Source: an optimization exercise on an open RTL-to-GDS flow (aim: small area). Production flows keep margins and buffers that such runs may drop.
In this exercise RTL edits were held to simulation tests only and were not proved equivalent to the original.
Power figures rest on the tool's default switching activity, not on a simulated workload.

==> flow/run.sh <==
#!/bin/bash
# The standard layout (standard.sh) with two changes:
#  - synthesis maps the logic with flow/abc_deep.script (rounds of ABC deepsyn and area
#    mapping) in place of ORFS's abc_area.script; everything else in the synthesis
#    is synth_recipe.tcl unchanged;
#  - placement buffers every input and output port with buf_1, the smallest buffer.
# Each tool's output goes to the ORFS logs under orfs/logs; standard.sh's own output
# goes to standard.log.
set -euo pipefail
HERE=$(pwd)
export MY_ABC_SCRIPT="$HERE/flow/abc_deep.script"
export BUFFER_PORTS_ARGS="-buffer_cell sky130_fd_sc_hd__buf_1"
{
  cat <<'EOT'
proc abc {args} {
  set i [lsearch -exact $args -script]
  if {$i >= 0} {
    set args [lreplace $args [expr {$i + 1}] [expr {$i + 1}] $::env(MY_ABC_SCRIPT)]
  }
  yosys abc {*}$args
}
EOT
  cat synth_recipe.tcl
} > own_synth.tcl
sed "s#SYNTH_SCRIPT=[^ ]*#SYNTH_SCRIPT=$HERE/own_synth.tcl#" standard.sh > own_standard.sh
grep -q "SYNTH_SCRIPT=$HERE/own_synth.tcl" own_standard.sh
bash own_standard.sh > standard.log 2>&1
==> flow/abc_deep.script <==
strash; &get -n; &deepsyn -T 40; &put; strash; dch -f; amap; &get -n; &deepsyn -T 40; &put; strash; dch -f; amap; &get -n; &deepsyn -T 40; &put; strash; dch -f; amap; &get -n; &deepsyn -T 40; &put; strash; dch -f; amap; &get -n; &deepsyn -T 40; &put; strash; dch -f; amap; &get -n; &deepsyn -T 40; &dch -f; &nf -R 1000 -p -F 8 -A 4; &put; topo
==> standard.sh <==
#!/bin/bash
# synth_recipe.tcl (not shown) runs the flow's synth.tcl, then flattens the netlist and writes it again
# the make line also repeats each setting of config.mk as NAME=value (left out here)
make -C /OpenROAD-flow-scripts/flow DESIGN_CONFIG=/design/flow/config.mk WORK_HOME=/design/flow/orfs CLKGATE_MAP_FILE= SYNTH_SCRIPT=/design/flow/synth_recipe.tcl "${@:-finish}"
==> config.mk <==
export PLATFORM = sky130hd
export DESIGN_NAME = SubRenderer
export DESIGN_NICKNAME = SubRenderer
export VERILOG_FILES = /design/flow/design.v
export SDC_FILE = /design/flow/constraint.sdc
export NUM_CORES = 4
export LEC_CHECK = 0
export ABC_AREA = 1
export CAP_MARGIN = 0
export CORE_MARGIN = 2
export CORE_UTILIZATION = 40
export CTS_BUF_LIST = sky130_fd_sc_hd__clkbuf_2
export SLEW_MARGIN = 0
export SYNTH_HIERARCHICAL = 1
export SYNTH_MINIMUM_KEEP_SIZE = 0
==> constraint.sdc <==
create_clock -name core_clock -period 25.0 [get_ports {clk}]
set_input_delay 5.0000 -clock core_clock [delete_from_list [all_inputs] [get_ports {clk}]]
set_output_delay 5.0000 -clock core_clock [all_outputs]
set_load 0.01 [all_outputs]
==> design.v <==
`timescale 1ns / 1ps
module adds(a, b, s);
	input [10:0] a;
	input [11:0] b;
	output [11:0] s;
	wire [11:0] x = {a[10], a};
	wire [11:0] y = b;
	function [11:0] f(input [11:0] a, input [11:0] b);
		integer i;
		reg c;
		begin
			c = 1'b0;
			for (i = 0; i < 12; i = i + 1) begin
				f[i] = a[i] ^ b[i] ^ c;
				c = (a[i] & b[i]) | (a[i] & c) | (b[i] & c);
			end
		end
	endfunction
	assign s = f(x, y);
endmodule
module addk(a, b, s);
	input [10:0] a;
	input [11:0] b;
	output [12:0] s;
	wire [12:0] x = {2'b11, a};
	wire [12:0] y = {b[11], b};
	function [12:0] f(input [12:0] a, input [12:0] b);
		integer i;
		reg c;
		begin
			c = 1'b0;
			for (i = 0; i < 13; i = i + 1) begin
				f[i] = a[i] ^ b[i] ^ c;
				c = (a[i] & b[i]) | (a[i] & c) | (b[i] & c);
			end
		end
	endfunction
	assign s = f(x, y);
endmodule
module addy(a, b, s);
	input [10:0] a;
	input [11:0] b;
	output [12:0] s;
	wire [12:0] x = {2'b11, a};
	wire [12:0] y = {1'b0, b};
	function [12:0] f(input [12:0] a, input [12:0] b);
		integer i;
		reg c;
		begin
			c = 1'b0;
			for (i = 0; i < 13; i = i + 1) begin
				f[i] = a[i] ^ b[i] ^ c;
				c = (a[i] & b[i]) | (a[i] & c) | (b[i] & c);
			end
		end
	endfunction
	assign s = f(x, y);
endmodule
module SubRenderer(clk, rst, hcount, vcount, blank, startscreen, collision,
                   yPos, fish1X, fish1Y, fish2X, fish2Y, octo1X, octo1Y,
                   rock1X, rock1Y, shark1X, shark1Y,
                   bub1Y, bub2Y, bub3Y, bub4Y, bub5Y, waveX,
                   R, G, B);
	input clk;
	input rst;	 
	input [10:0] hcount, vcount;	 
	input blank;	 
	input startscreen, collision;	 
	input signed [11:0] yPos,
		fish1X, fish1Y,
		fish2X, fish2Y,
		octo1X, octo1Y,
		rock1X, rock1Y,
		shark1X, shark1Y,
		bub1Y, bub2Y, bub3Y, bub4Y, bub5Y,
		waveX;
	output reg [2:0] R, G;
	output reg [1:0] B;
	wire nb = ~blank;
	wire [10:0] nh = ~hcount, nv = ~vcount;
	wire submarine, moon, fish1, fishEyes1, fish2, fishEyes2, octopus1, octoEyes1,
		shark1, sharkEyes1, bubble, wave, rock1;
	wire [12:0] hu = {2'b00, hcount};
	wire [12:0] vu = {2'b00, vcount};
	wire [12:0] sn;
	addy sa(nv, yPos, sn);
	wire [11:0] f1x, f1y, f2x, f2y, ox, oy, rx, ry, bn, wn, bY;
	wire [12:0] kx, ky;
	adds af1x(nh, fish1X, f1x);
	adds af1y(nv, fish1Y, f1y);
	adds af2x(nh, fish2X, f2x);
	adds af2y(nv, fish2Y, f2y);
	adds aox(nh, octo1X, ox);
	adds aoy(nv, octo1Y, oy);
	addk akx(nh, shark1X, kx);
	addk aky(nv, shark1Y, ky);
	adds arx(nh, rock1X, rx);
	adds ary(nv, rock1Y, ry);
	adds abn(nv, bY, bn);	 
	adds awn(nh, waveX, wn);	 
	function geu(input [12:0] x, input integer k);
		integer i;
		reg r;
		begin
			r = 1'b1;
			for (i = 0; i < 13; i = i + 1) r = k[i] ? (x[i] & r) : (x[i] | r);
			geu = r;
		end
	endfunction
	function leu(input [12:0] x, input integer k);
		integer i;
		reg r;
		begin
			r = 1'b1;
			for (i = 0; i < 13; i = i + 1) r = k[i] ? (~x[i] | r) : (~x[i] & r);
			leu = r;
		end
	endfunction
	function les6(input [5:0] a, input [5:0] b, input s);
		integer i;
		reg r;
		begin
			r = ~s;
			for (i = 0; i < 6; i = i + 1) r = (a[i] == b[i]) ? r : b[i];
			les6 = r;
		end
	endfunction
	function lev6(input [5:0] a, input [5:0] b);
		integer i;
		reg r;
		begin
			r = 1'b1;
			for (i = 0; i < 6; i = i + 1) r = (a[i] == b[i]) ? r : b[i];
			lev6 = r;
		end
	endfunction
	function [5:0] moon_w(input [5:0] i);
		case (i)
		6'd0: moon_w = 6'd34;
		6'd1: moon_w = 6'd34;
		6'd2: moon_w = 6'd34;
		6'd3: moon_w = 6'd34;
		6'd4: moon_w = 6'd34;
		6'd5: moon_w = 6'd34;
		6'd6: moon_w = 6'd34;
		6'd7: moon_w = 6'd34;
		6'd8: moon_w = 6'd34;
		6'd9: moon_w = 6'd33;
		6'd10: moon_w = 6'd33;
		6'd11: moon_w = 6'd33;
		6'd12: moon_w = 6'd32;
		6'd13: moon_w = 6'd32;
		6'd14: moon_w = 6'd32;
		6'd15: moon_w = 6'd31;
		6'd16: moon_w = 6'd31;
		6'd17: moon_w = 6'd30;
		6'd18: moon_w = 6'd30;
		6'd19: moon_w = 6'd29;
		6'd20: moon_w = 6'd28;
		6'd21: moon_w = 6'd27;
		6'd22: moon_w = 6'd27;
		6'd23: moon_w = 6'd26;
		6'd24: moon_w = 6'd25;
		6'd25: moon_w = 6'd24;
		6'd26: moon_w = 6'd23;
		6'd27: moon_w = 6'd22;
		6'd28: moon_w = 6'd20;
		6'd29: moon_w = 6'd19;
		6'd30: moon_w = 6'd18;
		6'd31: moon_w = 6'd16;
		6'd32: moon_w = 6'd14;
		6'd33: moon_w = 6'd11;
		6'd34: moon_w = 6'd8;
		6'd35: moon_w = 6'd0;
		6'd36: moon_w = 6'd0;
		6'd37: moon_w = 6'd0;
		6'd38: moon_w = 6'd0;
		6'd39: moon_w = 6'd0;
		6'd40: moon_w = 6'd0;
		6'd41: moon_w = 6'd0;
		6'd42: moon_w = 6'd0;
		6'd43: moon_w = 6'd0;
		6'd44: moon_w = 6'd0;
		6'd45: moon_w = 6'd0;
		6'd46: moon_w = 6'd0;
		6'd47: moon_w = 6'd0;
		6'd48: moon_w = 6'd0;
		6'd49: moon_w = 6'd0;
		6'd50: moon_w = 6'd0;
		6'd51: moon_w = 6'd0;
		6'd52: moon_w = 6'd0;
		6'd53: moon_w = 6'd0;
		6'd54: moon_w = 6'd0;
		6'd55: moon_w = 6'd0;
		6'd56: moon_w = 6'd0;
		6'd57: moon_w = 6'd0;
		6'd58: moon_w = 6'd0;
		6'd59: moon_w = 6'd0;
		6'd60: moon_w = 6'd0;
		6'd61: moon_w = 6'd0;
		6'd62: moon_w = 6'd0;
		6'd63: moon_w = 6'd0;
		default: moon_w = 6'd0;
		endcase
	endfunction
	function [0:0] ring(input [7:0] i);
		case (i)
		8'd0: ring = 1'd0;
		8'd1: ring = 1'd0;
		8'd2: ring = 1'd0;
		8'd3: ring = 1'd0;
		8'd4: ring = 1'd0;
		8'd5: ring = 1'd1;
		8'd6: ring = 1'd1;
		8'd7: ring = 1'd1;
		8'd8: ring = 1'd0;
		8'd9: ring = 1'd1;
		8'd10: ring = 1'd1;
		8'd11: ring = 1'd1;
		8'd12: ring = 1'd0;
		8'd13: ring = 1'd0;
		8'd14: ring = 1'd0;
		8'd15: ring = 1'd0;
		8'd16: ring = 1'd0;
		8'd17: ring = 1'd0;
		8'd18: ring = 1'd0;
		8'd19: ring = 1'd0;
		8'd20: ring = 1'd0;
		8'd21: ring = 1'd1;
		8'd22: ring = 1'd1;
		8'd23: ring = 1'd0;
		8'd24: ring = 1'd0;
		8'd25: ring = 1'd0;
		8'd26: ring = 1'd1;
		8'd27: ring = 1'd1;
		8'd28: ring = 1'd0;
		8'd29: ring = 1'd0;
		8'd30: ring = 1'd0;
		8'd31: ring = 1'd0;
		8'd32: ring = 1'd0;
		8'd33: ring = 1'd0;
		8'd34: ring = 1'd0;
		8'd35: ring = 1'd0;
		8'd36: ring = 1'd0;
		8'd37: ring = 1'd1;
		8'd38: ring = 1'd1;
		8'd39: ring = 1'd0;
		8'd40: ring = 1'd0;
		8'd41: ring = 1'd0;
		8'd42: ring = 1'd1;
		8'd43: ring = 1'd1;
		8'd44: ring = 1'd0;
		8'd45: ring = 1'd0;
		8'd46: ring = 1'd0;
		8'd47: ring = 1'd0;
		8'd48: ring = 1'd0;
		8'd49: ring = 1'd0;
		8'd50: ring = 1'd0;
		8'd51: ring = 1'd0;
		8'd52: ring = 1'd1;
		8'd53: ring = 1'd1;
		8'd54: ring = 1'd1;
		8'd55: ring = 1'd0;
		8'd56: ring = 1'd0;
		8'd57: ring = 1'd0;
		8'd58: ring = 1'd1;
		8'd59: ring = 1'd1;
		8'd60: ring = 1'd1;
		8'd61: ring = 1'd0;
		8'd62: ring = 1'd0;
		8'd63: ring = 1'd0;
		8'd64: ring = 1'd0;
		8'd65: ring = 1'd0;
		8'd66: ring = 1'd0;
		8'd67: ring = 1'd1;
		8'd68: ring = 1'd1;
		8'd69: ring = 1'd1;
		8'd70: ring = 1'd0;
		8'd71: ring = 1'd0;
		8'd72: ring = 1'd0;
		8'd73: ring = 1'd0;
		8'd74: ring = 1'd0;
		8'd75: ring = 1'd1;
		8'd76: ring = 1'd1;
		8'd77: ring = 1'd1;
		8'd78: ring = 1'd0;
		8'd79: ring = 1'd0;
		8'd80: ring = 1'd1;
		8'd81: ring = 1'd1;
		8'd82: ring = 1'd1;
		8'd83: ring = 1'd1;
		8'd84: ring = 1'd1;
		8'd85: ring = 1'd0;
		8'd86: ring = 1'd0;
		8'd87: ring = 1'd0;
		8'd88: ring = 1'd0;
		8'd89: ring = 1'd0;
		8'd90: ring = 1'd0;
		8'd91: ring = 1'd0;
		8'd92: ring = 1'd1;
		8'd93: ring = 1'd1;
		8'd94: ring = 1'd1;
		8'd95: ring = 1'd1;
		8'd96: ring = 1'd1;
		8'd97: ring = 1'd1;
		8'd98: ring = 1'd1;
		8'd99: ring = 1'd1;
		8'd100: ring = 1'd0;
		8'd101: ring = 1'd0;
		8'd102: ring = 1'd0;
		8'd103: ring = 1'd0;
		8'd104: ring = 1'd0;
		8'd105: ring = 1'd0;
		8'd106: ring = 1'd0;
		8'd107: ring = 1'd0;
		8'd108: ring = 1'd0;
		8'd109: ring = 1'd1;
		8'd110: ring = 1'd1;
		8'd111: ring = 1'd1;
		8'd112: ring = 1'd1;
		8'd113: ring = 1'd0;
		8'd114: ring = 1'd0;
		8'd115: ring = 1'd0;
		8'd116: ring = 1'd0;
		8'd117: ring = 1'd0;
		8'd118: ring = 1'd0;
		8'd119: ring = 1'd0;
		8'd120: ring = 1'd0;
		8'd121: ring = 1'd0;
		8'd122: ring = 1'd0;
		8'd123: ring = 1'd0;
		8'd124: ring = 1'd0;
		8'd125: ring = 1'd0;
		8'd126: ring = 1'd0;
		8'd127: ring = 1'd0;
		8'd128: ring = 1'd0;
		8'd129: ring = 1'd0;
		8'd130: ring = 1'd0;
		8'd131: ring = 1'd0;
		8'd132: ring = 1'd0;
		8'd133: ring = 1'd0;
		8'd134: ring = 1'd0;
		8'd135: ring = 1'd0;
		8'd136: ring = 1'd0;
		8'd137: ring = 1'd0;
		8'd138: ring = 1'd0;
		8'd139: ring = 1'd0;
		8'd140: ring = 1'd0;
		8'd141: ring = 1'd0;
		8'd142: ring = 1'd0;
		8'd143: ring = 1'd0;
		8'd144: ring = 1'd1;
		8'd145: ring = 1'd0;
		8'd146: ring = 1'd0;
		8'd147: ring = 1'd0;
		8'd148: ring = 1'd0;
		8'd149: ring = 1'd0;
		8'd150: ring = 1'd0;
		8'd151: ring = 1'd0;
		8'd152: ring = 1'd0;
		8'd153: ring = 1'd0;
		8'd154: ring = 1'd0;
		8'd155: ring = 1'd0;
		8'd156: ring = 1'd0;
		8'd157: ring = 1'd0;
		8'd158: ring = 1'd0;
		8'd159: ring = 1'd0;
		8'd160: ring = 1'd1;
		8'd161: ring = 1'd1;
		8'd162: ring = 1'd1;
		8'd163: ring = 1'd1;
		8'd164: ring = 1'd0;
		8'd165: ring = 1'd0;
		8'd166: ring = 1'd0;
		8'd167: ring = 1'd0;
		8'd168: ring = 1'd0;
		8'd169: ring = 1'd0;
		8'd170: ring = 1'd0;
		8'd171: ring = 1'd0;
		8'd172: ring = 1'd0;
		8'd173: ring = 1'd1;
		8'd174: ring = 1'd1;
		8'd175: ring = 1'd1;
		8'd176: ring = 1'd1;
		8'd177: ring = 1'd1;
		8'd178: ring = 1'd1;
		8'd179: ring = 1'd1;
		8'd180: ring = 1'd1;
		8'd181: ring = 1'd0;
		8'd182: ring = 1'd0;
		8'd183: ring = 1'd0;
		8'd184: ring = 1'd0;
		8'd185: ring = 1'd0;
		8'd186: ring = 1'd0;
		8'd187: ring = 1'd0;
		8'd188: ring = 1'd1;
		8'd189: ring = 1'd1;
		8'd190: ring = 1'd1;
		8'd191: ring = 1'd1;
		8'd192: ring = 1'd0;
		8'd193: ring = 1'd0;
		8'd194: ring = 1'd0;
		8'd195: ring = 1'd1;
		8'd196: ring = 1'd1;
		8'd197: ring = 1'd1;
		8'd198: ring = 1'd0;
		8'd199: ring = 1'd0;
		8'd200: ring = 1'd0;
		8'd201: ring = 1'd0;
		8'd202: ring = 1'd0;
		8'd203: ring = 1'd1;
		8'd204: ring = 1'd1;
		8'd205: ring = 1'd1;
		8'd206: ring = 1'd0;
		8'd207: ring = 1'd0;
		8'd208: ring = 1'd0;
		8'd209: ring = 1'd0;
		8'd210: ring = 1'd0;
		8'd211: ring = 1'd0;
		8'd212: ring = 1'd1;
		8'd213: ring = 1'd1;
		8'd214: ring = 1'd1;
		8'd215: ring = 1'd0;
		8'd216: ring = 1'd0;
		8'd217: ring = 1'd0;
		8'd218: ring = 1'd1;
		8'd219: ring = 1'd1;
		8'd220: ring = 1'd1;
		8'd221: ring = 1'd0;
		8'd222: ring = 1'd0;
		8'd223: ring = 1'd0;
		8'd224: ring = 1'd0;
		8'd225: ring = 1'd0;
		8'd226: ring = 1'd0;
		8'd227: ring = 1'd0;
		8'd228: ring = 1'd0;
		8'd229: ring = 1'd1;
		8'd230: ring = 1'd1;
		8'd231: ring = 1'd0;
		8'd232: ring = 1'd0;
		8'd233: ring = 1'd0;
		8'd234: ring = 1'd1;
		8'd235: ring = 1'd1;
		8'd236: ring = 1'd0;
		8'd237: ring = 1'd0;
		8'd238: ring = 1'd0;
		8'd239: ring = 1'd0;
		8'd240: ring = 1'd0;
		8'd241: ring = 1'd0;
		8'd242: ring = 1'd0;
		8'd243: ring = 1'd0;
		8'd244: ring = 1'd0;
		8'd245: ring = 1'd1;
		8'd246: ring = 1'd1;
		8'd247: ring = 1'd0;
		8'd248: ring = 1'd0;
		8'd249: ring = 1'd0;
		8'd250: ring = 1'd1;
		8'd251: ring = 1'd1;
		8'd252: ring = 1'd0;
		8'd253: ring = 1'd0;
		8'd254: ring = 1'd0;
		8'd255: ring = 1'd0;
		default: ring = 1'd0;
		endcase
	endfunction
	function [5:0] wave_w(input [6:0] i);
		case (i)
		7'd0: wave_w = 6'd11;
		7'd1: wave_w = 6'd13;
		7'd2: wave_w = 6'd15;
		7'd3: wave_w = 6'd17;
		7'd4: wave_w = 6'd18;
		7'd5: wave_w = 6'd19;
		7'd6: wave_w = 6'd21;
		7'd7: wave_w = 6'd22;
		7'd8: wave_w = 6'd23;
		7'd9: wave_w = 6'd24;
		7'd10: wave_w = 6'd24;
		7'd11: wave_w = 6'd25;
		7'd12: wave_w = 6'd26;
		7'd13: wave_w = 6'd27;
		7'd14: wave_w = 6'd27;
		7'd15: wave_w = 6'd28;
		7'd16: wave_w = 6'd28;
		7'd17: wave_w = 6'd29;
		7'd18: wave_w = 6'd29;
		7'd19: wave_w = 6'd30;
		7'd20: wave_w = 6'd30;
		7'd21: wave_w = 6'd30;
		7'd22: wave_w = 6'd30;
		7'd23: wave_w = 6'd31;
		7'd24: wave_w = 6'd31;
		7'd25: wave_w = 6'd31;
		7'd26: wave_w = 6'd31;
		7'd27: wave_w = 6'd31;
		7'd28: wave_w = 6'd31;
		7'd29: wave_w = 6'd31;
		7'd30: wave_w = 6'd32;
		7'd31: wave_w = 6'd31;
		7'd32: wave_w = 6'd31;
		7'd33: wave_w = 6'd31;
		7'd34: wave_w = 6'd31;
		7'd35: wave_w = 6'd31;
		7'd36: wave_w = 6'd31;
		7'd37: wave_w = 6'd31;
		7'd38: wave_w = 6'd30;
		7'd39: wave_w = 6'd30;
		7'd40: wave_w = 6'd30;
		7'd41: wave_w = 6'd30;
		7'd42: wave_w = 6'd29;
		7'd43: wave_w = 6'd29;
		7'd44: wave_w = 6'd28;
		7'd45: wave_w = 6'd28;
		7'd46: wave_w = 6'd27;
		7'd47: wave_w = 6'd27;
		7'd48: wave_w = 6'd26;
		7'd49: wave_w = 6'd25;
		7'd50: wave_w = 6'd24;
		7'd51: wave_w = 6'd24;
		7'd52: wave_w = 6'd23;
		7'd53: wave_w = 6'd22;
		7'd54: wave_w = 6'd21;
		7'd55: wave_w = 6'd19;
		7'd56: wave_w = 6'd18;
		7'd57: wave_w = 6'd17;
		7'd58: wave_w = 6'd15;
		7'd59: wave_w = 6'd13;
		7'd60: wave_w = 6'd11;
		7'd61: wave_w = 6'd7;
		7'd62: wave_w = 6'd0;
		7'd63: wave_w = 6'd0;
		7'd64: wave_w = 6'd0;
		7'd65: wave_w = 6'd0;
		7'd66: wave_w = 6'd0;
		7'd67: wave_w = 6'd0;
		7'd68: wave_w = 6'd0;
		7'd69: wave_w = 6'd0;
		7'd70: wave_w = 6'd0;
		7'd71: wave_w = 6'd0;
		7'd72: wave_w = 6'd0;
		7'd73: wave_w = 6'd0;
		7'd74: wave_w = 6'd0;
		7'd75: wave_w = 6'd0;
		7'd76: wave_w = 6'd0;
		7'd77: wave_w = 6'd0;
		7'd78: wave_w = 6'd0;
		7'd79: wave_w = 6'd0;
		7'd80: wave_w = 6'd0;
		7'd81: wave_w = 6'd0;
		7'd82: wave_w = 6'd0;
		7'd83: wave_w = 6'd0;
		7'd84: wave_w = 6'd0;
		7'd85: wave_w = 6'd0;
		7'd86: wave_w = 6'd0;
		7'd87: wave_w = 6'd0;
		7'd88: wave_w = 6'd0;
		7'd89: wave_w = 6'd0;
		7'd90: wave_w = 6'd0;
		7'd91: wave_w = 6'd0;
		7'd92: wave_w = 6'd0;
		7'd93: wave_w = 6'd0;
		7'd94: wave_w = 6'd0;
		7'd95: wave_w = 6'd0;
		7'd96: wave_w = 6'd0;
		7'd97: wave_w = 6'd0;
		7'd98: wave_w = 6'd0;
		7'd99: wave_w = 6'd0;
		7'd100: wave_w = 6'd0;
		7'd101: wave_w = 6'd0;
		7'd102: wave_w = 6'd0;
		7'd103: wave_w = 6'd0;
		7'd104: wave_w = 6'd0;
		7'd105: wave_w = 6'd0;
		7'd106: wave_w = 6'd0;
		7'd107: wave_w = 6'd0;
		7'd108: wave_w = 6'd0;
		7'd109: wave_w = 6'd0;
		7'd110: wave_w = 6'd0;
		7'd111: wave_w = 6'd0;
		7'd112: wave_w = 6'd0;
		7'd113: wave_w = 6'd0;
		7'd114: wave_w = 6'd0;
		7'd115: wave_w = 6'd0;
		7'd116: wave_w = 6'd0;
		7'd117: wave_w = 6'd0;
		7'd118: wave_w = 6'd0;
		7'd119: wave_w = 6'd0;
		7'd120: wave_w = 6'd0;
		7'd121: wave_w = 6'd0;
		7'd122: wave_w = 6'd0;
		7'd123: wave_w = 6'd0;
		7'd124: wave_w = 6'd0;
		7'd125: wave_w = 6'd0;
		7'd126: wave_w = 6'd0;
		7'd127: wave_w = 6'd7;
		default: wave_w = 6'd0;
		endcase
	endfunction
	wire f1_inx = ((f1x[11:7] == 0) | (&f1x[11:7]));
	wire f1_iny = ((f1y[11:5] == 0) | (&f1y[11:5]));
	wire f1_b = f1_inx & f1_iny & (((geu({~f1x[7], f1x[6:0]}, 207) & leu({~f1x[7], f1x[6:0]}, 217)) & ((geu({~f1y[5], f1y[4:0]}, 26) & leu({~f1y[5], f1y[4:0]}, 61)) | (geu({~f1y[5], f1y[4:0]}, 1) & leu({~f1y[5], f1y[4:0]}, 14)))) |
			((geu({~f1x[7], f1x[6:0]}, 200) & leu({~f1x[7], f1x[6:0]}, 206)) & ((geu({~f1y[5], f1y[4:0]}, 32) & leu({~f1y[5], f1y[4:0]}, 61)) | (geu({~f1y[5], f1y[4:0]}, 1) & leu({~f1y[5], f1y[4:0]}, 19)))) |
			((geu({~f1x[7], f1x[6:0]}, 198) & leu({~f1x[7], f1x[6:0]}, 199)) & ((geu({~f1y[5], f1y[4:0]}, 32) & leu({~f1y[5], f1y[4:0]}, 61)) | (geu({~f1y[5], f1y[4:0]}, 1) & leu({~f1y[5], f1y[4:0]}, 14)))) |
			((geu({~f1x[7], f1x[6:0]}, 192) & leu({~f1x[7], f1x[6:0]}, 197)) & ((geu({~f1y[5], f1y[4:0]}, 26) & leu({~f1y[5], f1y[4:0]}, 61)) | (geu({~f1y[5], f1y[4:0]}, 1) & leu({~f1y[5], f1y[4:0]}, 14)))) |
			((geu({~f1x[7], f1x[6:0]}, 185) & leu({~f1x[7], f1x[6:0]}, 191)) & ((geu({~f1y[5], f1y[4:0]}, 32) & leu({~f1y[5], f1y[4:0]}, 61)) | (geu({~f1y[5], f1y[4:0]}, 1) & leu({~f1y[5], f1y[4:0]}, 19)))) |
			((geu({~f1x[7], f1x[6:0]}, 184) & leu({~f1x[7], f1x[6:0]}, 184)) & ((geu({~f1y[5], f1y[4:0]}, 32) & leu({~f1y[5], f1y[4:0]}, 61)) | (geu({~f1y[5], f1y[4:0]}, 1) & leu({~f1y[5], f1y[4:0]}, 14)))) |
			((geu({~f1x[7], f1x[6:0]}, 181) & leu({~f1x[7], f1x[6:0]}, 183)) & ((geu({~f1y[5], f1y[4:0]}, 26) & leu({~f1y[5], f1y[4:0]}, 61)) | (geu({~f1y[5], f1y[4:0]}, 1) & leu({~f1y[5], f1y[4:0]}, 14)))) |
			((geu({~f1x[7], f1x[6:0]}, 176) & leu({~f1x[7], f1x[6:0]}, 180)) & ((geu({~f1y[5], f1y[4:0]}, 32) & leu({~f1y[5], f1y[4:0]}, 61)) | (geu({~f1y[5], f1y[4:0]}, 1) & leu({~f1y[5], f1y[4:0]}, 14)))) |
			((geu({~f1x[7], f1x[6:0]}, 157) & leu({~f1x[7], f1x[6:0]}, 175)) & ((geu({~f1y[5], f1y[4:0]}, 1) & leu({~f1y[5], f1y[4:0]}, 61)))) |
			((geu({~f1x[7], f1x[6:0]}, 147) & leu({~f1x[7], f1x[6:0]}, 156)) & ((geu({~f1y[5], f1y[4:0]}, 8) & leu({~f1y[5], f1y[4:0]}, 51)))) |
			((geu({~f1x[7], f1x[6:0]}, 142) & leu({~f1x[7], f1x[6:0]}, 146)) & ((geu({~f1y[5], f1y[4:0]}, 16) & leu({~f1y[5], f1y[4:0]}, 41)))) |
			((geu({~f1x[7], f1x[6:0]}, 138) & leu({~f1x[7], f1x[6:0]}, 141)) & ((geu({~f1y[5], f1y[4:0]}, 21) & leu({~f1y[5], f1y[4:0]}, 31)))) |
			((geu({~f1x[7], f1x[6:0]}, 137) & leu({~f1x[7], f1x[6:0]}, 137)) & ((geu({~f1y[5], f1y[4:0]}, 14) & leu({~f1y[5], f1y[4:0]}, 36)))) |
			((geu({~f1x[7], f1x[6:0]}, 136) & leu({~f1x[7], f1x[6:0]}, 136)) & ((geu({~f1y[5], f1y[4:0]}, 13) & leu({~f1y[5], f1y[4:0]}, 37)))) |
			((geu({~f1x[7], f1x[6:0]}, 135) & leu({~f1x[7], f1x[6:0]}, 135)) & ((geu({~f1y[5], f1y[4:0]}, 12) & leu({~f1y[5], f1y[4:0]}, 38)))) |
			((geu({~f1x[7], f1x[6:0]}, 134) & leu({~f1x[7], f1x[6:0]}, 134)) & ((geu({~f1y[5], f1y[4:0]}, 11) & leu({~f1y[5], f1y[4:0]}, 39)))) |
			((geu({~f1x[7], f1x[6:0]}, 133) & leu({~f1x[7], f1x[6:0]}, 133)) & ((geu({~f1y[5], f1y[4:0]}, 10) & leu({~f1y[5], f1y[4:0]}, 40)))) |
			((geu({~f1x[7], f1x[6:0]}, 132) & leu({~f1x[7], f1x[6:0]}, 132)) & ((geu({~f1y[5], f1y[4:0]}, 9) & leu({~f1y[5], f1y[4:0]}, 41)))) |
			((geu({~f1x[7], f1x[6:0]}, 131) & leu({~f1x[7], f1x[6:0]}, 131)) & ((geu({~f1y[5], f1y[4:0]}, 8) & leu({~f1y[5], f1y[4:0]}, 42)))) |
			((geu({~f1x[7], f1x[6:0]}, 130) & leu({~f1x[7], f1x[6:0]}, 130)) & ((geu({~f1y[5], f1y[4:0]}, 7) & leu({~f1y[5], f1y[4:0]}, 43)))) |
			((geu({~f1x[7], f1x[6:0]}, 129) & leu({~f1x[7], f1x[6:0]}, 129)) & ((geu({~f1y[5], f1y[4:0]}, 6) & leu({~f1y[5], f1y[4:0]}, 44)))) |
			((geu({~f1x[7], f1x[6:0]}, 127) & leu({~f1x[7], f1x[6:0]}, 128)) & ((geu({~f1y[5], f1y[4:0]}, 5) & leu({~f1y[5], f1y[4:0]}, 45)))));
	wire f1_e1 = f1_inx & f1_iny & (((geu({~f1x[7], f1x[6:0]}, 202) & leu({~f1x[7], f1x[6:0]}, 212)) & ((geu({~f1y[5], f1y[4:0]}, 43) & leu({~f1y[5], f1y[4:0]}, 51)))));
	wire f1_e2 = f1_inx & f1_iny & (((geu({~f1x[7], f1x[6:0]}, 187) & leu({~f1x[7], f1x[6:0]}, 199)) & ((geu({~f1y[5], f1y[4:0]}, 42) & leu({~f1y[5], f1y[4:0]}, 54)))));
	assign fish1 = nb & f1_b;
	assign fishEyes1 = (nb & f1_e1) | f1_e2;
	wire f2_inx = ((f2x[11:7] == 0) | (&f2x[11:7]));
	wire f2_iny = ((f2y[11:5] == 0) | (&f2y[11:5]));
	wire f2_b = f2_inx & f2_iny & (((geu({~f2x[7], f2x[6:0]}, 207) & leu({~f2x[7], f2x[6:0]}, 217)) & ((geu({~f2y[5], f2y[4:0]}, 26) & leu({~f2y[5], f2y[4:0]}, 61)) | (geu({~f2y[5], f2y[4:0]}, 1) & leu({~f2y[5], f2y[4:0]}, 14)))) |
			((geu({~f2x[7], f2x[6:0]}, 200) & leu({~f2x[7], f2x[6:0]}, 206)) & ((geu({~f2y[5], f2y[4:0]}, 32) & leu({~f2y[5], f2y[4:0]}, 61)) | (geu({~f2y[5], f2y[4:0]}, 1) & leu({~f2y[5], f2y[4:0]}, 19)))) |
			((geu({~f2x[7], f2x[6:0]}, 198) & leu({~f2x[7], f2x[6:0]}, 199)) & ((geu({~f2y[5], f2y[4:0]}, 32) & leu({~f2y[5], f2y[4:0]}, 61)) | (geu({~f2y[5], f2y[4:0]}, 1) & leu({~f2y[5], f2y[4:0]}, 14)))) |
			((geu({~f2x[7], f2x[6:0]}, 192) & leu({~f2x[7], f2x[6:0]}, 197)) & ((geu({~f2y[5], f2y[4:0]}, 26) & leu({~f2y[5], f2y[4:0]}, 61)) | (geu({~f2y[5], f2y[4:0]}, 1) & leu({~f2y[5], f2y[4:0]}, 14)))) |
			((geu({~f2x[7], f2x[6:0]}, 185) & leu({~f2x[7], f2x[6:0]}, 191)) & ((geu({~f2y[5], f2y[4:0]}, 32) & leu({~f2y[5], f2y[4:0]}, 61)) | (geu({~f2y[5], f2y[4:0]}, 1) & leu({~f2y[5], f2y[4:0]}, 19)))) |
			((geu({~f2x[7], f2x[6:0]}, 184) & leu({~f2x[7], f2x[6:0]}, 184)) & ((geu({~f2y[5], f2y[4:0]}, 32) & leu({~f2y[5], f2y[4:0]}, 61)) | (geu({~f2y[5], f2y[4:0]}, 1) & leu({~f2y[5], f2y[4:0]}, 14)))) |
			((geu({~f2x[7], f2x[6:0]}, 181) & leu({~f2x[7], f2x[6:0]}, 183)) & ((geu({~f2y[5], f2y[4:0]}, 26) & leu({~f2y[5], f2y[4:0]}, 61)) | (geu({~f2y[5], f2y[4:0]}, 1) & leu({~f2y[5], f2y[4:0]}, 14)))) |
			((geu({~f2x[7], f2x[6:0]}, 176) & leu({~f2x[7], f2x[6:0]}, 180)) & ((geu({~f2y[5], f2y[4:0]}, 32) & leu({~f2y[5], f2y[4:0]}, 61)) | (geu({~f2y[5], f2y[4:0]}, 1) & leu({~f2y[5], f2y[4:0]}, 14)))) |
			((geu({~f2x[7], f2x[6:0]}, 157) & leu({~f2x[7], f2x[6:0]}, 175)) & ((geu({~f2y[5], f2y[4:0]}, 1) & leu({~f2y[5], f2y[4:0]}, 61)))) |
			((geu({~f2x[7], f2x[6:0]}, 147) & leu({~f2x[7], f2x[6:0]}, 156)) & ((geu({~f2y[5], f2y[4:0]}, 8) & leu({~f2y[5], f2y[4:0]}, 51)))) |
			((geu({~f2x[7], f2x[6:0]}, 142) & leu({~f2x[7], f2x[6:0]}, 146)) & ((geu({~f2y[5], f2y[4:0]}, 16) & leu({~f2y[5], f2y[4:0]}, 41)))) |
			((geu({~f2x[7], f2x[6:0]}, 138) & leu({~f2x[7], f2x[6:0]}, 141)) & ((geu({~f2y[5], f2y[4:0]}, 21) & leu({~f2y[5], f2y[4:0]}, 31)))) |
			((geu({~f2x[7], f2x[6:0]}, 137) & leu({~f2x[7], f2x[6:0]}, 137)) & ((geu({~f2y[5], f2y[4:0]}, 14) & leu({~f2y[5], f2y[4:0]}, 36)))) |
			((geu({~f2x[7], f2x[6:0]}, 136) & leu({~f2x[7], f2x[6:0]}, 136)) & ((geu({~f2y[5], f2y[4:0]}, 13) & leu({~f2y[5], f2y[4:0]}, 37)))) |
			((geu({~f2x[7], f2x[6:0]}, 135) & leu({~f2x[7], f2x[6:0]}, 135)) & ((geu({~f2y[5], f2y[4:0]}, 12) & leu({~f2y[5], f2y[4:0]}, 38)))) |
			((geu({~f2x[7], f2x[6:0]}, 134) & leu({~f2x[7], f2x[6:0]}, 134)) & ((geu({~f2y[5], f2y[4:0]}, 11) & leu({~f2y[5], f2y[4:0]}, 39)))) |
			((geu({~f2x[7], f2x[6:0]}, 133) & leu({~f2x[7], f2x[6:0]}, 133)) & ((geu({~f2y[5], f2y[4:0]}, 10) & leu({~f2y[5], f2y[4:0]}, 40)))) |
			((geu({~f2x[7], f2x[6:0]}, 132) & leu({~f2x[7], f2x[6:0]}, 132)) & ((geu({~f2y[5], f2y[4:0]}, 9) & leu({~f2y[5], f2y[4:0]}, 41)))) |
			((geu({~f2x[7], f2x[6:0]}, 131) & leu({~f2x[7], f2x[6:0]}, 131)) & ((geu({~f2y[5], f2y[4:0]}, 8) & leu({~f2y[5], f2y[4:0]}, 42)))) |
			((geu({~f2x[7], f2x[6:0]}, 130) & leu({~f2x[7], f2x[6:0]}, 130)) & ((geu({~f2y[5], f2y[4:0]}, 7) & leu({~f2y[5], f2y[4:0]}, 43)))) |
			((geu({~f2x[7], f2x[6:0]}, 129) & leu({~f2x[7], f2x[6:0]}, 129)) & ((geu({~f2y[5], f2y[4:0]}, 6) & leu({~f2y[5], f2y[4:0]}, 44)))) |
			((geu({~f2x[7], f2x[6:0]}, 127) & leu({~f2x[7], f2x[6:0]}, 128)) & ((geu({~f2y[5], f2y[4:0]}, 5) & leu({~f2y[5], f2y[4:0]}, 45)))));
	wire f2_e1 = f2_inx & f2_iny & (((geu({~f2x[7], f2x[6:0]}, 202) & leu({~f2x[7], f2x[6:0]}, 212)) & ((geu({~f2y[5], f2y[4:0]}, 43) & leu({~f2y[5], f2y[4:0]}, 51)))));
	wire f2_e2 = f2_inx & f2_iny & (((geu({~f2x[7], f2x[6:0]}, 187) & leu({~f2x[7], f2x[6:0]}, 199)) & ((geu({~f2y[5], f2y[4:0]}, 42) & leu({~f2y[5], f2y[4:0]}, 54)))));
	assign fish2 = nb & f2_b;
	assign fishEyes2 = (nb & f2_e1) | f2_e2;
	wire o_inx = ((ox[11:7] == 0) | (&ox[11:7]));
	wire o_iny = ((oy[11:6] == 0) | (&oy[11:6]));
	wire o_b = o_inx & o_iny & (((geu({~oy[6], oy[5:0]}, 43) & leu({~oy[6], oy[5:0]}, 88)) & ((geu({~ox[7], ox[6:0]}, 147) & leu({~ox[7], ox[6:0]}, 192)))));
	wire o_l = o_inx & o_iny & (((geu({~oy[6], oy[5:0]}, 44) & leu({~oy[6], oy[5:0]}, 56)) & ((geu({~ox[7], ox[6:0]}, 192) & leu({~ox[7], ox[6:0]}, 217)))) |
			((geu({~oy[6], oy[5:0]}, 43) & leu({~oy[6], oy[5:0]}, 43)) & ((geu({~ox[7], ox[6:0]}, 182) & leu({~ox[7], ox[6:0]}, 227)) | (geu({~ox[7], ox[6:0]}, 162) & leu({~ox[7], ox[6:0]}, 172)) | (geu({~ox[7], ox[6:0]}, 132) & leu({~ox[7], ox[6:0]}, 157)))) |
			((geu({~oy[6], oy[5:0]}, 33) & leu({~oy[6], oy[5:0]}, 42)) & ((geu({~ox[7], ox[6:0]}, 207) & leu({~ox[7], ox[6:0]}, 227)) | (geu({~ox[7], ox[6:0]}, 182) & leu({~ox[7], ox[6:0]}, 192)) | (geu({~ox[7], ox[6:0]}, 162) & leu({~ox[7], ox[6:0]}, 172)) | (geu({~ox[7], ox[6:0]}, 132) & leu({~ox[7], ox[6:0]}, 157)))) |
			((geu({~oy[6], oy[5:0]}, 29) & leu({~oy[6], oy[5:0]}, 32)) & ((geu({~ox[7], ox[6:0]}, 182) & leu({~ox[7], ox[6:0]}, 192)) | (geu({~ox[7], ox[6:0]}, 162) & leu({~ox[7], ox[6:0]}, 172)) | (geu({~ox[7], ox[6:0]}, 132) & leu({~ox[7], ox[6:0]}, 142)))) |
			((geu({~oy[6], oy[5:0]}, 24) & leu({~oy[6], oy[5:0]}, 28)) & ((geu({~ox[7], ox[6:0]}, 182) & leu({~ox[7], ox[6:0]}, 192)) | (geu({~ox[7], ox[6:0]}, 152) & leu({~ox[7], ox[6:0]}, 172)) | (geu({~ox[7], ox[6:0]}, 127) & leu({~ox[7], ox[6:0]}, 142)))) |
			((geu({~oy[6], oy[5:0]}, 18) & leu({~oy[6], oy[5:0]}, 23)) & ((geu({~ox[7], ox[6:0]}, 182) & leu({~ox[7], ox[6:0]}, 197)) | (geu({~ox[7], ox[6:0]}, 152) & leu({~ox[7], ox[6:0]}, 172)) | (geu({~ox[7], ox[6:0]}, 127) & leu({~ox[7], ox[6:0]}, 142)))) |
			((geu({~oy[6], oy[5:0]}, 14) & leu({~oy[6], oy[5:0]}, 17)) & ((geu({~ox[7], ox[6:0]}, 187) & leu({~ox[7], ox[6:0]}, 197)) | (geu({~ox[7], ox[6:0]}, 152) & leu({~ox[7], ox[6:0]}, 162)))) |
			((geu({~oy[6], oy[5:0]}, 8) & leu({~oy[6], oy[5:0]}, 13)) & ((geu({~ox[7], ox[6:0]}, 187) & leu({~ox[7], ox[6:0]}, 197)) | (geu({~ox[7], ox[6:0]}, 147) & leu({~ox[7], ox[6:0]}, 162)))) |
			((geu({~oy[6], oy[5:0]}, 3) & leu({~oy[6], oy[5:0]}, 7)) & ((geu({~ox[7], ox[6:0]}, 147) & leu({~ox[7], ox[6:0]}, 162)))));
	wire o_e1 = o_inx & o_iny & (((geu({~oy[6], oy[5:0]}, 68) & leu({~oy[6], oy[5:0]}, 83)) & ((geu({~ox[7], ox[6:0]}, 172) & leu({~ox[7], ox[6:0]}, 184)))));
	wire o_e2 = o_inx & o_iny & (((geu({~oy[6], oy[5:0]}, 68) & leu({~oy[6], oy[5:0]}, 80)) & ((geu({~ox[7], ox[6:0]}, 157) & leu({~ox[7], ox[6:0]}, 167)))));
	assign octopus1 = (nb & o_b) | o_l;
	assign octoEyes1 = (nb & o_e1) | o_e2;
	wire k_inx = ((kx[12:6] == 0) | (&kx[12:6]));
	wire k_iny = ((ky[12:4] == 0) | (&ky[12:4]));
	wire k_b = k_inx & k_iny & (((geu({~ky[4], ky[3:0]}, 29) & leu({~ky[4], ky[3:0]}, 29)) & ((geu({~kx[6], kx[5:0]}, 88) & leu({~kx[6], kx[5:0]}, 89)))) |
			((geu({~ky[4], ky[3:0]}, 28) & leu({~ky[4], ky[3:0]}, 28)) & ((geu({~kx[6], kx[5:0]}, 88) & leu({~kx[6], kx[5:0]}, 90)))) |
			((geu({~ky[4], ky[3:0]}, 27) & leu({~ky[4], ky[3:0]}, 27)) & ((geu({~kx[6], kx[5:0]}, 88) & leu({~kx[6], kx[5:0]}, 91)))) |
			((geu({~ky[4], ky[3:0]}, 26) & leu({~ky[4], ky[3:0]}, 26)) & ((geu({~kx[6], kx[5:0]}, 88) & leu({~kx[6], kx[5:0]}, 92)))) |
			((geu({~ky[4], ky[3:0]}, 25) & leu({~ky[4], ky[3:0]}, 25)) & ((geu({~kx[6], kx[5:0]}, 88) & leu({~kx[6], kx[5:0]}, 93)) | (geu({~kx[6], kx[5:0]}, 61) & leu({~kx[6], kx[5:0]}, 68)))) |
			((geu({~ky[4], ky[3:0]}, 24) & leu({~ky[4], ky[3:0]}, 24)) & ((geu({~kx[6], kx[5:0]}, 88) & leu({~kx[6], kx[5:0]}, 94)) | (geu({~kx[6], kx[5:0]}, 61) & leu({~kx[6], kx[5:0]}, 68)))) |
			((geu({~ky[4], ky[3:0]}, 23) & leu({~ky[4], ky[3:0]}, 23)) & ((geu({~kx[6], kx[5:0]}, 88) & leu({~kx[6], kx[5:0]}, 95)) | (geu({~kx[6], kx[5:0]}, 61) & leu({~kx[6], kx[5:0]}, 68)))) |
			((geu({~ky[4], ky[3:0]}, 22) & leu({~ky[4], ky[3:0]}, 22)) & ((geu({~kx[6], kx[5:0]}, 88) & leu({~kx[6], kx[5:0]}, 96)) | (geu({~kx[6], kx[5:0]}, 61) & leu({~kx[6], kx[5:0]}, 68)))) |
			((geu({~ky[4], ky[3:0]}, 20) & leu({~ky[4], ky[3:0]}, 21)) & ((geu({~kx[6], kx[5:0]}, 88) & leu({~kx[6], kx[5:0]}, 97)) | (geu({~kx[6], kx[5:0]}, 61) & leu({~kx[6], kx[5:0]}, 68)))) |
			((geu({~ky[4], ky[3:0]}, 14) & leu({~ky[4], ky[3:0]}, 19)) & ((geu({~kx[6], kx[5:0]}, 61) & leu({~kx[6], kx[5:0]}, 118)))) |
			((geu({~ky[4], ky[3:0]}, 13) & leu({~ky[4], ky[3:0]}, 13)) & ((geu({~kx[6], kx[5:0]}, 70) & leu({~kx[6], kx[5:0]}, 118)) | (geu({~kx[6], kx[5:0]}, 61) & leu({~kx[6], kx[5:0]}, 68)))) |
			((geu({~ky[4], ky[3:0]}, 12) & leu({~ky[4], ky[3:0]}, 12)) & ((geu({~kx[6], kx[5:0]}, 71) & leu({~kx[6], kx[5:0]}, 118)) | (geu({~kx[6], kx[5:0]}, 61) & leu({~kx[6], kx[5:0]}, 68)))) |
			((geu({~ky[4], ky[3:0]}, 11) & leu({~ky[4], ky[3:0]}, 11)) & ((geu({~kx[6], kx[5:0]}, 72) & leu({~kx[6], kx[5:0]}, 118)) | (geu({~kx[6], kx[5:0]}, 61) & leu({~kx[6], kx[5:0]}, 68)))) |
			((geu({~ky[4], ky[3:0]}, 10) & leu({~ky[4], ky[3:0]}, 10)) & ((geu({~kx[6], kx[5:0]}, 83) & leu({~kx[6], kx[5:0]}, 118)) | (geu({~kx[6], kx[5:0]}, 61) & leu({~kx[6], kx[5:0]}, 68)))) |
			((geu({~ky[4], ky[3:0]}, 9) & leu({~ky[4], ky[3:0]}, 9)) & ((geu({~kx[6], kx[5:0]}, 84) & leu({~kx[6], kx[5:0]}, 115)) | (geu({~kx[6], kx[5:0]}, 61) & leu({~kx[6], kx[5:0]}, 68)))) |
			((geu({~ky[4], ky[3:0]}, 8) & leu({~ky[4], ky[3:0]}, 8)) & ((geu({~kx[6], kx[5:0]}, 85) & leu({~kx[6], kx[5:0]}, 112)) | (geu({~kx[6], kx[5:0]}, 61) & leu({~kx[6], kx[5:0]}, 68)))) |
			((geu({~ky[4], ky[3:0]}, 7) & leu({~ky[4], ky[3:0]}, 7)) & ((geu({~kx[6], kx[5:0]}, 86) & leu({~kx[6], kx[5:0]}, 109)))) |
			((geu({~ky[4], ky[3:0]}, 6) & leu({~ky[4], ky[3:0]}, 6)) & ((geu({~kx[6], kx[5:0]}, 87) & leu({~kx[6], kx[5:0]}, 106)))));
	wire k_e = k_inx & k_iny & (((geu({~ky[4], ky[3:0]}, 15) & leu({~ky[4], ky[3:0]}, 18)) & ((geu({~kx[6], kx[5:0]}, 109) & leu({~kx[6], kx[5:0]}, 113)))));
	assign shark1 = nb & k_b;
	assign sharkEyes1 = nb & k_e;
	wire r_inx = ((rx[11:5] == 0) | (&rx[11:5]));
	wire r_iny = ((ry[11:5] == 0) | (&ry[11:5]));
	wire r_b = r_inx & r_iny & (((geu({~rx[5], rx[4:0]}, 31) & leu({~rx[5], rx[4:0]}, 56)) & ((geu({~ry[5], ry[4:0]}, 6) & leu({~ry[5], ry[4:0]}, 31)))));
	assign rock1 = nb & r_b;
	assign submarine = nb & ((sn[12:4] == 0) | (&sn[12:4])) & (((geu(hu, 100) & leu(hu, 130)) & (geu({~sn[4], sn[3:0]}, 5) & leu({~sn[4], sn[3:0]}, 15))) |
		((geu(hu, 130) & leu(hu, 132)) & (geu({~sn[4], sn[3:0]}, 6) & leu({~sn[4], sn[3:0]}, 14))) |
		((geu(hu, 132) & leu(hu, 134)) & (geu({~sn[4], sn[3:0]}, 7) & leu({~sn[4], sn[3:0]}, 13))) |
		((geu(hu, 134) & leu(hu, 136)) & (geu({~sn[4], sn[3:0]}, 8) & leu({~sn[4], sn[3:0]}, 12))) |
		((geu(hu, 95) & leu(hu, 100)) & (geu({~sn[4], sn[3:0]}, 7) & leu({~sn[4], sn[3:0]}, 13))) |
		((geu(hu, 105) & leu(hu, 115)) & (geu({~sn[4], sn[3:0]}, 15) & leu({~sn[4], sn[3:0]}, 19)) & (yPos[11:2] != 0)));
	wire [2:0] mh = {hcount[6] ^ ~(hcount[5] | hcount[4]), ~(hcount[5] ^ hcount[4]), ~hcount[4]};
	wire ms = mh[2];
	wire [5:0] mx = {mh[1:0], hcount[3:0]} ^ {6{ms}};
	assign moon = nb & geu(hu, 366) & leu(hu, 434) & (vcount[10:6] == 5'd0) & leu(vu, 34) &
		les6(mx, moon_w(vcount[5:0]), ms);
	wire bc1 = geu(hu, 493) & leu(hu, 507);
	wire bc2 = geu(hu, 393) & leu(hu, 407);
	wire bc3 = geu(hu, 293) & leu(hu, 307);
	wire bc4 = geu(hu, 193) & leu(hu, 207);
	wire bc5 = geu(hu, 93) & leu(hu, 107);
	assign bY = ({12{bc1}} & bub1Y) | ({12{bc2}} & bub2Y) | ({12{bc3}} & bub3Y) |
	            ({12{bc4}} & bub4Y) | ({12{bc5}} & bub5Y);
	wire [1:0] bj = {bc3 | bc4, bc1 | bc3 | bc5};
	wire [3:0] bdx = {hcount[3] ^ bj[1] ^ (~hcount[2] & bj[0]), hcount[2] ^ bj[0], hcount[1:0]};
	assign bubble = nb & (bc1 | bc2 | bc3 | bc4 | bc5) & ((bn[11:3] == 0) | (&bn[11:3])) & (leu({~bn[3], bn[2:0]}, 14)) &
		ring({bdx, ~bn[3:0]});
	wire ws = ~wn[5];
	wire [5:0] wx = {1'b0, wn[4:0] ^ {5{wn[5]}}};
	wire wvy = ((vcount[10:6] == 5'd0) & (vcount[5:0] != 6'd63)) | ((&vcount[10:6]) & (&vcount[5:1]));
	wire wcirc = ((wn[11:10] == 0) | (&wn[11:10])) & (geu({~wn[10], wn[9:0]}, 991) & leu({~wn[10], wn[9:0]}, 1695)) & wvy &
		les6(wx, wave_w({vcount[10], vcount[5:0]}), ws);
	assign wave = (nb & wcirc) | (leu(hu, 640) & leu(vu, 36));
	wire water = nb & leu(hu, 640) & geu(vu, 30) & leu(vu, 480);
	always @ (posedge clk) begin
	if (rst) begin
		R <= 0;
		G <= 0;
		B <= 0;
	end
	else if (submarine)	begin    
			if (collision) begin
				if (~startscreen) begin
					R <= 3'b111;
					G <= 3'b001;
					B <= 2'b00;
				end
			end
			else
				begin
					R <= 3'b111;
					G <= 3'b110;
					B <= 2'b01;
				end
		end
		else if (moon) begin
			R <= 3'b111;
			G <= 3'b111;
			B <= 2'b11;
		end
		else if (fishEyes1 | fishEyes2 ) begin
			R <= 3'b111;
			G <= 3'b010;
			B <= 2'b00;
		end
		else if (fish1 | fish2) begin
			R <= 3'b111;
			G <= 3'b010;
			B <= 2'b11;
		end
		else if (octoEyes1)begin
			R <= 3'b111;
			G <= 3'b000;
			B <= 2'b01;
		end
		else if (sharkEyes1) begin
				R <= 3'b100;
				G <= 3'b000;
				B <= 2'b01;
		end
		else if (shark1) begin
				R <= 3'b110;
				G <= 3'b110;
				B <= 2'b11;
		end
		else if (octopus1) begin
			R <= 3'b001;
			G <= 3'b111;
			B <= 2'b11;
		end
		else if (bubble)begin
			R <= 3'b001;
			G <= 3'b110;
			B <= 2'b11;
		end
		else if (wave) begin
			R <= 3'b000;
			G <= 3'b000;
			B <= 2'b00;
		end
		else if (rock1) begin
				R <= 3'b011;
				G <= 3'b110;
				B <= 2'b01;
		end
		else if (water) begin
			R <= 3'b000;
			G <= 3'b000;
			B <= 2'b11;
		end
		else begin	 
			R <= 0;
			G <= 0;
			B <= 0;
		end
	end
endmodule
==> qor.csv, run 1 <==
metric,value,unit
fp.dieArea,19100,um^2
p_per_area,31.6,nW/um^2
hp-class,reg -> reg,
wl_met3,2110,um
drive_above_1_share,1.40,%
p_leak,2.85,nW
h-tree-depth,1,
port_buffers,238,
routedWlPerCell,20.0,um
critPathSlowestCell,clkinv_1,
antenna_left,0,
cpPeakStageDelay,0.63,ns
wl_met1,11100,um
cp_top_family,adder cells,
track_usage,28.2,%
fin_worst_hold_slack,0.459,ns
ys_seq_area_share,2.23,%
placed_cells,1372,
core.rowCount,49,
antenna_found_initial,0,
path_class,in -> reg,
highest_layer,met4,
p_total,0.268,mW
final_cell_mix,"buf_1, fa_1, nand2_1, nor2_1, a21oi_1",
cts_made_buffers,3,
core_area,17800,um^2
syn_area_per_cell,8.03,um^2
synth_fp_nets,1287,
drc,0,
timing.critical_path.mode_cell,fa_1,
area_delta_synth_final,17.9,%
fin_crit_sh,52.1,%
grt_first_pass_wirelength,42900,um
status,timing/DRC/antenna clean,
final_common_cell,buf_1,
fin_tns_setup,0,ns
netlist.area_leader.share,36.2,%
finalHoldViolCount,0,
drt-total-wl,27600,um
post_drt_via_cell_ratio,6.06,
slew_headroom,25.3,%
fmax,0.0768,GHz
clk_latency,0.23,ns
post_cts_resized,0,
num_vias,8339,
place_congestion,0.951,
layout.nets,1539,
synth_edf_count,0,
overflow,0,
period_minus_slack,13.02,ns
slew_viol_final,0,
synth_cells,896,
critPathLaunchType,primary input,
ios,239,
yosysWarnings,10,
initial_utilization,40.5,%
synth_area_leaders,"fa_1, ha_1, nand2_1",
clk_pin_slew,0.08,ns
drv_cap,0,
critPathRequiredTime,25.17,ns
critical_path.max_fanout,13,
worstMarginPinSlew,1.11,ns
finalSetupViolCount,0,
placedInstanceArea,8460,um^2
drtIter0Drc,705,
cts_sinks,8,
yosys.area.top_type,fa_1,
dr_wl_met2,13200,um
ctsRootBufferMaster,clkbuf_2,
synth-seq-cells,8,
firstDrtPassIters,5,
grt_max_degree,16,
cts_setup_buffers,0,
fp.dieW,138,um
final_area,8480,um^2
cts_tree,done,
rsz0062_at_grt,false,
fp.dieH,138,um
cts.path.max_buffers,2,
synth_area,7190,um^2
vdd_drop_max,0.0108,mV
cp.arrival,13.19,ns
detailed_place_hpwl,22400,um
grt_pass1_vias,8040,
synth.distinct_cells,57,
final_cell_count_no_fill,1375,
skew,0,ns
antenna-diode-count,0,
async_flop_share,0,%
postCtsHoldBufs,0,
path_buf_inv,4,
crit_path_end_kind,register,
synth_flop_cell,dfxtp_1,
cell type report:
cell class	count	area [um^2]
timing repair buffer	247	961
fill	1835	9300
clock buffer	3	15.0
sequential	8	160
tap	229	287
inverter	45	169
multi-input combinational	843	6890
Yosys stat by module, one instance, submodules excluded:
module,cells inside,copies in the design
SubRenderer,723,1
addk,14,2
adds,13,10
addy,15,1
routing by layer:
metal  up-vias  track usage (%)
met2       479             47.6
met1      3890             37.1
met5         -                0
met4         0             11.1
li1       3892                -
met3        78             3.67
kinds of logic after synthesis:
logic type | after synthesis | share of synthesized area, %
compound gates | 273 | 24.6
xor+xnor | 32 | 3.90
fa+ha+maj | 160 | 41.4
buf+inv | 45 | 2.35
flops | 8 | 2.23
mux | 1 | 0.139
simple gates | 377 | 25.4
path summary, 6_finish.rpt:
check,endpoint,slack [ns],from,depth (start not counted)
min reg2reg,G[2],0.46,G[2],2
min,G[2],0.46,G[2],2
max reg2reg,R[1],24.13,R[1],2
max,B[1],11.99,hcount[4],36
worst min-delay path, delay by kind of cell, from the launching register on:
kind | cells | cell delay [ns]
DFF | 1 | 0.33
and+or+nand+nor | 2 | 0.09
sequential cells by signal, indices dropped and copies added, names as in the netlist:
name / cells
G: 3
B: 2
R: 3
stage by stage:
| stage | util, % | setup WS, ns |
|---|---|---|
| 3_3_place_gp | 47.6 | 11.89 |
| 2_1_floorplan | - | 13.01 |
| 3_5_place_dp | 47.6 | 11.77 |
| 5_1_grt | 47.7 | 11.35 |
| 6_report | 47.7 | 11.99 |
| 4_1_cts | 47.7 | 12.00 |
where the power goes:
group	switching (mW)	internal, mW	total, mW
logic	0.150	0.0977	0.247
registers	0.0000716	0.0128	0.0129
clock network	0.00460	0.00327	0.00787
cell usage after synthesis, types with 12 or more instances:
cell type and number:
nor4_1 24, nand3_1 46, o21ai_0 53, nor3_1 38
a22oi_1 31, a31oi_1 22, nand2b_1 12, clkinv_1 45
nand4_1 16, o22ai_1 18, nand2_1 97, fa_1 130
a21oi_1 65, nor2_1 92, ha_1 30, xnor2_1 27
a211oi_1 12
==> inputs of run 2 (changes only) <==
--- a/design.v
+++ b/design.v
@@ -122,5 +122,5 @@
 		begin
 			r = ~s;
-			for (i = 0; i < 6; i = i + 1) r = (a[i] == b[i]) ? r : b[i];
+			for (i = 0; i < 6; i = i + 1) r = a[i] ? (b[i] & r) : (b[i] | r);
 			les6 = r;
 		end
==> flow/run.sh (replaced) <==
#!/bin/bash
# The standard layout (standard.sh) with two changes:
#  - synthesis maps the top module's logic with flow/abc_deep.script (rounds of ABC
#    deepsyn and area mapping) and the adder modules with flow/abc_small.script, in
#    place of ORFS's abc_area.script; everything else in the synthesis is
#    synth_recipe.tcl unchanged;
#  - placement buffers every input and output port with buf_1, the smallest buffer.
# Each tool's output goes to the ORFS logs under orfs/logs; standard.sh's own output
# goes to standard.log.
set -euo pipefail
HERE=$(pwd)
export MY_ABC_DEEP="$HERE/flow/abc_deep.script"
export MY_ABC_SMALL="$HERE/flow/abc_small.script"
export BUFFER_PORTS_ARGS="-buffer_cell sky130_fd_sc_hd__buf_1"
{
  cat <<'EOT'
proc abc {args} {
  set i [lsearch -exact $args -script]
  if {$i < 0} {
    yosys abc {*}$args
    return
  }
  set j [expr {$i + 1}]
  yosys abc {*}[lreplace $args $j $j $::env(MY_ABC_DEEP)] SubRenderer
  yosys abc {*}[lreplace $args $j $j $::env(MY_ABC_SMALL)] add*
}
EOT
  cat synth_recipe.tcl
} > own_synth.tcl
sed "s#SYNTH_SCRIPT=[^ ]*#SYNTH_SCRIPT=$HERE/own_synth.tcl#" standard.sh > own_standard.sh
grep -q "SYNTH_SCRIPT=$HERE/own_synth.tcl" own_standard.sh
bash own_standard.sh > standard.log 2>&1
==> flow/abc_deep.script (replaced) <==
strash; &get -n; &deepsyn -T 40; &put; strash; dch -f; amap; &get -n; &deepsyn -T 40; &put; strash; dch -f; amap; &get -n; &deepsyn -T 40; &put; strash; dch -f; amap; &get -n; &deepsyn -T 40; &put; strash; dch -f; amap; &get -n; &deepsyn -T 40; &put; strash; dch -f; amap; &get -n; &deepsyn -T 40; &put; strash; dch -f; amap; &get -n; &deepsyn -T 40; &put; strash; dch -f; amap; &get -n; &deepsyn -T 40; &dch -f; &nf -R 1000 -p -F 8 -A 4; &put; topo
==> flow/abc_small.script (new file) <==
strash; dch -f; amap; topo
--- a/config.mk
+++ b/config.mk
@@ -7,9 +7,9 @@
 export LEC_CHECK = 0
 export ABC_AREA = 1
-export CAP_MARGIN = 0
+export CAP_MARGIN = 20
 export CORE_MARGIN = 2
 export CORE_UTILIZATION = 40
 export CTS_BUF_LIST = sky130_fd_sc_hd__clkbuf_2
-export SLEW_MARGIN = 0
+export SLEW_MARGIN = 20
 export SYNTH_HIERARCHICAL = 1
 export SYNTH_MINIMUM_KEEP_SIZE = 0
==> qor.csv, run 2 <==
metric,value,unit
status,timing/DRC/antenna clean,
synth_area_leaders,"fa_1, a21oi_1, nor2_1",
h-tree-depth,1,
p_per_area,31.1,nW/um^2
synth_fp_nets,1284,
drv_cap,0,
finalSetupViolCount,0,
detailed_place_hpwl,22200,um
cts_setup_buffers,0,
reg2reg_to,R[1],
post_drt_via_cell_ratio,5.97,
period_minus_slack,12.98,ns
cpPeakStageDelay,0.64,ns
core.rowCount,48,
fp.dieW,137,um
critPathLaunchType,primary input,
rsz0062_at_grt,false,
async_flop_share,0,%
antenna-diode-count,0,
ios,239,
cts.path.max_buffers,2,
timing.critical_path.mode_cell,fa_1,
fmax,0.0771,GHz
ys_seq_area_share,2.25,%
antenna_left,0,
path_class,in -> reg,
synth-seq-cells,8,
place_congestion,0.949,
synth_area,7120,um^2
worstSetupStartpoint,hcount[3],
worstMarginPinSlew,0.952,ns
antenna_found_initial,0,
cts_made_buffers,3,
post_cts_resized,0,
area_delta_synth_final,17.7,%
grt_max_degree,23,
rr_worst_depth,2,
cts_tree,done,
skew,0,ns
synth_cells,894,
critPathRequiredTime,25.20,ns
worst_slack,12.02,ns
synth_edf_count,0,
routedWlPerCell,19.6,um
slew_headroom,36.2,%
slew_viol_final,0,
cp.arrival,13.17,ns
timing.rr.start,R[1],
drc,0,
crit_path_end_kind,register,
dp_slack,11.76,ns
drt-total-wl,26800,um
finalHoldViolCount,0,
postCtsHoldBufs,0,
port_buffers,238,
drtIter0Drc,716,
clk_latency,0.25,ns
yosys.area.top_type,fa_1,
syn_area_per_cell,7.97,um^2
num_vias,8160,
synth.distinct_cells,59,
p_leak,2.89,nW
yosysMostFrequentCell,fa_1,
drive_above_1_share,1.14,%
n_fill_cell,1786,
reg_top3,"G x3, R x3, B x2",
layout.nets,1534,
grt_first_pass_wirelength,42000,um
core_area,17400,um^2
ctsRootBufferMaster,clkbuf_2,
fin_tns_setup,0,ns
vdd_drop_max,0.0107,mV
hp-class,reg -> reg,
grt_pass1_vias,7941,
final_common_cell,buf_1,
critPathCapture,B[1],
fp.dieArea,18900,um^2
firstDrtPassIters,5,
p_total,0.261,mW
yosysWarnings,10,
synth_commonest_cells,"fa_1, nor2_1, a21oi_1",
reg2reg_setup_slack,24.01,ns
netlist.area_leader.share,36.5,%
initial_utilization,41.0,%
fp.dieH,137,um
critical_path.max_fanout,14,
overflow,0,
track_usage,29.1,%
synth_flop_cell,dfxtp_1,
critPathSlowestCell,clkinv_1,
cts_sinks,8,
fin_crit_sh,51.9,%
final_cell_mix,"buf_1, fa_1, nor2_1, a21oi_1, nand2_1",
clk_pin_slew,0.09,ns
-- run 2: how the worst min path moves through the flow --
stage | start | endpoint | slack [ns] | cells after the start
floorplan | G[1] | G[1] | 0.50 | 1
global placement | G[1] | G[1] | 0.51 | 1
detailed placement | R[2] | R[2] | 0.51 | 2
CTS | R[2] | R[2] | 0.53 | 2
global route | G[1] | G[1] | 0.55 | 1
finish | R[2] | R[2] | 0.53 | 2
-- run 2: logic make-up (layout without fill, tap and decap cells) --
kind of cell | after synthesis | count (layout) | synth area share (%)
xor gates and xnor gates | 17 | 17 | 2.09
muxes | 2 | 2 | 0.281
and+or+nand+nor | 362 | 362 | 24.3
buffers and inverters | 50 | 298 | 2.63
DFF | 8 | 8 | 2.25
adders and majority gates | 161 | 161 | 41.9
AOI/OAI and AO/OA | 294 | 294 | 26.5
-- run 2: layout make-up --
cell class / instances / area (um^2) / share of cell area [%]
Clock buffer: 3 / 15.0 / 0.179
Inverter: 50 / 188 / 2.24
Multi-Input combinational cell: 836 / 6790 / 81.0
Sequential cell: 8 / 160 / 1.91
Tap cell: 225 / 282 / 3.36
Timing Repair Buffer: 245 / 946 / 11.3
-- run 2: critical path: cells and delay by family --
kind	cells	cell delay, ns
fa+ha+maj	11	4.09
compound gates	10	2.01
buf+inv	3	1.20
simple gates	8	0.87
-- run 2: metal layers --
| metal | vias up | wire [um] | track usage [%] | part of all wire [%] |
|---|---|---|---|---|
| li1 | 3889 | - | - | - |
| met1 | 3835 | 11600 | 40.2 | 43 |
| met2 | 388 | 12400 | 47.4 | 46 |
| met3 | 48 | 2080 | 4.53 | 7.8 |
| met4 | 0 | 800 | 8.13 | 3.0 |
| met5 | - | 0 | 0 | 0 |
-- run 2: per-module statistics from Yosys, one instance, submodules excluded --
module	cells inside	area, um^2
adds	15	230
SubRenderer	701	4120
addy	15	236
addk	14	233
-- run 2: per-stage QoR --
step,instances,utilization [%],hold WS [ns],instance area (um^2)
floorplan,894,-,0.497,7120
global placement,1364,48.2,0.513,8370
detailed placement,1364,48.2,0.514,8370
CTS,1367,48.3,0.529,8380
global route,1367,48.3,0.553,8380
finish,1367,48.3,0.530,8380
-- run 2: where the power goes --
group / internal (mW) / total, mW / switching, mW
clock: 0.00327 / 0.00840 / 0.00513
combinational: 0.0945 / 0.240 / 0.145
sequential: 0.0128 / 0.0129 / 0.0000883
total: 0.111 / 0.261 / 0.150

-- what the ideal ports hide --
How much do the figures lean on ideal ports? The routed layouts below were timed once more, with nothing changed but the port constraints.
Step 1 assumes that a clkbuf_16 drives the clock port and a buf_2 every other input.
Step 2, shift: input delay + t, output delay - t, t = (earliest + latest rising clock arrival at the registers) / 2. This alone moves slack from input paths to output paths.
a / b / c = no drivers / after step 1 / after step 2; a / b = the first two.
run	shift t [ns]	slack for setup (ns)	hold WS [ns]	worst setup path at the end	latest minus earliest clock arrival (ns)
run 1	0.261	11.985 / 11.975 / 11.714	0.459 / 0.459 / 0.459	input to register	0.005 / 0.005
run 2	0.285	12.023 / 12.012 / 11.727	0.530 / 0.530 / 0.530	input to register	0.005 / 0.005
After both steps setup and hold are still met in every run listed. The setup slack of run 2, which loses most, moves by -0.011 ns with the drivers and by -0.296 ns with both steps.
